From an optimization exercise on the open Yosys and OpenROAD flow, aimed at small area, a short achievable clock period and few clock cycles; shortcuts taken in it are not production practice.
In this exercise RTL edits were held to simulation tests only and were not proved equivalent to the original.
No activity file was given, so power comes from the tool's default toggle rates.

## the previous run
## cpu
module cpu(
    input  wire        clk_in,
    input  wire        rst_in,
    input  wire        rdy_in,
    input  wire [ 7:0] mem_din,
    output wire [ 7:0] mem_dout,
    output wire [31:0] mem_a,
    output wire        mem_wr,
    input  wire        io_buffer_full,
    output wire [31:0] dbgreg_dout
);
export LEC_CHECK = 0
export CAP_MARGIN = 20
export CORE_MARGIN = 2
export CORE_UTILIZATION = 40
export SLEW_MARGIN = 20
create_clock -name core_clock -period 12.0 [get_ports {clk_in}]
standard.sh (not shown) runs the stock make flow with config.mk's settings and CLKGATE_MAP_FILE= SYNTH_SCRIPT=/design/flow/synth_recipe.tcl, a recipe that flattens the netlist after the stock synthesis.
==> flow/flow/run.sh <==
#!/bin/bash
# Standard ORFS layout (the standard.sh, unchanged synthesis), with choices
# of our own for how the layout is made:
#  - ports are buffered with buf_4 instead of the default delay buffer;
#  - repair_timing aims for 8.3 ns of setup slack at the design's clock, so that
#    the resizer keeps improving paths well beyond the required period;
#  - clock tree: larger sink clusters, clkbuf_16 only;
#  - ABC maps for area (the resizer then fixes the timing).
set -euo pipefail
export SETUP_SLACK_MARGIN=8.3
export ABC_AREA=1
export BUFFER_PORTS_ARGS="-buffer_cell sky130_fd_sc_hd__buf_4"
export CTS_CLUSTER_SIZE=30
export CTS_CLUSTER_DIAMETER=80
export CTS_BUF_LIST=sky130_fd_sc_hd__clkbuf_16
bash standard.sh > run_standard.log 2>&1
Testbench counts of the previous run, summed over its fixed seeds: cycles 208,292.
Modified inputs, the current run compared to the previous run
--- a/flow/design.v
+++ b/flow/design.v
@@ -200,34 +200,31 @@
     else if (dOR)             Y = A | Be;
     else if (dAND)            Y = A & Be;
     else                      Y = sum[7:0];
 end
 wire writer = (x0 & dWr1) | (x1 & dWr2);
 wire [1:0]  a1716 = rA[1:0] + {IR[31], IR[31]} + {1'b0, sum[8]};
 wire [17:0] daddr = {a1716, sum[7:0], D1};
 reg        pcy;
 wire [8:0] padd = {1'b0, PCB} + {1'b0, IMB} + {8'h00, ~p0 & pcy};
 always @(posedge clk) pcy <= padd[8];
 wire [1:0]  t1716 = XPC[15:14] + (dJAL ? IR[17:16] : {IR[31], IR[31]}) + {1'b0, padd[8]};
 wire [15:0] tgt16 = {t1716, padd[7:0], D1[7:2]};
-wire [29:0] TAR = {padd[7:0], D1, D2, D3[7:2]};
+wire [29:0] TAR = {(dJALR ? sum[7:0] : padd[7:0]), D1, D2, D3[7:2]};    
 wire [29:0] XPC1 = XPC + 30'd1;
-wire [29:0] jtgt = {sum[7:0], D1, D2, D3[7:2]};
 wire mstart = x0 & (dLD | dST) & p1;
 wire mcont  = (mcnt != 2'd0);
 wire mbusy  = mstart | mcont | red_jalr;           
-wire tmatchc = (BTGT == tgt16);
-reg  tmatch;              
-always @(posedge clk) if (p1) tmatch <= tmatchc;
-wire red_jal  = x0 & dJAL & p1 & ~(irp & tmatchc);
+wire tmatch  = (BTGT == TAR[15:0]);     
+wire red_jal  = x0 & dJAL & p1 & ~irp;            
 wire red_jalr = x0 & dJALR & p1;                   
 wire red_b    = rbt;                               
 wire redir    = red_jal | red_b;
 wire flush    = red_jal | red_jalr | rbt;
 wire [15:0] fa_red = red_jal ? tgt16 : XPC[15:0];
 wire arr     = fa_ok & ~flush;                     
 wire fbh_end = fbh | (arr & (fa_b == 2'd3));       
 wire xfer    = p3 & fbh & ~irbusy;                 
 wire [15:0] fa_e  = redir ? fa_red : FA;
 wire [2:0]  fbi_e = redir ? 3'd0 : fbi;
 wire        want  = (fbi_e != 3'd4) | (p1 & ~irbusy);
 wire        fiss  = want & ~mbusy;
@@ -267,34 +264,34 @@
         end
         if (flush) fbh <= 1'b0;
         else if (xfer) fbh <= 1'b0;
         else fbh <= fbh_end;
     end
 end
 always @(posedge clk) if (arr) FB[fa_b*8 +: 8] <= mem_din;
 wire brt    = x0 & dBR & taken;
 wire pok    = irp & tmatch & (dJAL | (dBR & taken));       
 wire squash = x0 & (irp ? ~pok : ((dBR & taken) | dJAL | dJALR));
 wire skip1  = dBR & taken & ~irp & ~fbp & fbh & (IR[31:25] == 7'd0) & (IR[11:7] == 5'b01000);
 wire btb_ins   = x0 & p3 & (dJAL | (dBR & taken & dBack)) & ~pok & ~fbp;
-wire [29:0] xpc_n = (dJAL | (dBR & taken)) ? TAR : (dJALR ? jtgt : XPC1);
+wire [29:0] xpc_n = (dJAL | dJALR | (dBR & taken)) ? TAR : XPC1;
 always @(posedge clk) begin
     if (rst) begin
         XV  <= 1'b0;
         XF  <= 1'b0;
         XPC <= 30'h0;
         rbt <= 1'b0;
         BV  <= 1'b0;
     end else begin
-        rbt <= p3 & x0 & (irp ? (~pok & ~dJAL & ~dJALR) : (dBR & taken & ~skip1));
+        rbt <= p3 & x0 & (irp ? (~pok & ~dJALR) : (dBR & taken & ~skip1));
         if (btb_ins) begin
             BV   <= 1'b1;
             BTAG <= XPC[5:0];
             BTGT <= TAR[15:0];
         end else if (p3 & x0 & irp & ~pok) begin
             BV   <= 1'b0;
         end
         if (p3) begin
             if (irbusy) begin
                 XF <= 1'b1;
             end else begin
                 XV <= fbh & ~squash;
## What came out
The current run: no failed stages, no open violations at the end. Of the current run and the previous run, the higher final non-filler cell area belongs to the previous run. Summary of the current run over the previous run: number of multi-input logic gates went up by about 1.3%; met2 routing resource usage after global routing picked up an extra 3.1 points; via count fell by 812; sequential share of layout area now sits higher; number of cells on the critical path down 12. In the metrics for the current run and the previous run, the one carrying the lower combinational group share of total power is the current run. sky130_fd_sc_hd__edfxtp_1 as the worst-path cell with the longest stage delay was reported by the current run, and sky130_fd_sc_hd__dfxtp_4 by the previous run.
Testbench counts of the current run, summed over its fixed seeds: cycles 208,292.

==> port drivers added, routing unchanged <==
In the flow no input, the clock included, has a driving cell. The finished layouts below were timed again as built, in two steps. Step 1, drivers: a clkbuf_16 drives clk_in and a buf_2 each remaining input, both assumed. Step 2, shift: input delay + t, output delay - t, t = (earliest + latest rising clock arrival at the registers) / 2. This alone moves slack from input paths to output paths. a / b / c = no drivers / after step 1 / after step 2; a / b = the first two.
run	t, ns	setup slack, ns	latest minus earliest clock arrival (ns)
the previous run	0.766	7.516 / 7.516 / 7.516	0.070 / 0.071
the current run	0.768	8.266 / 8.266 / 8.266	0.074 / 0.074
After both steps setup and hold are still met in every run listed.
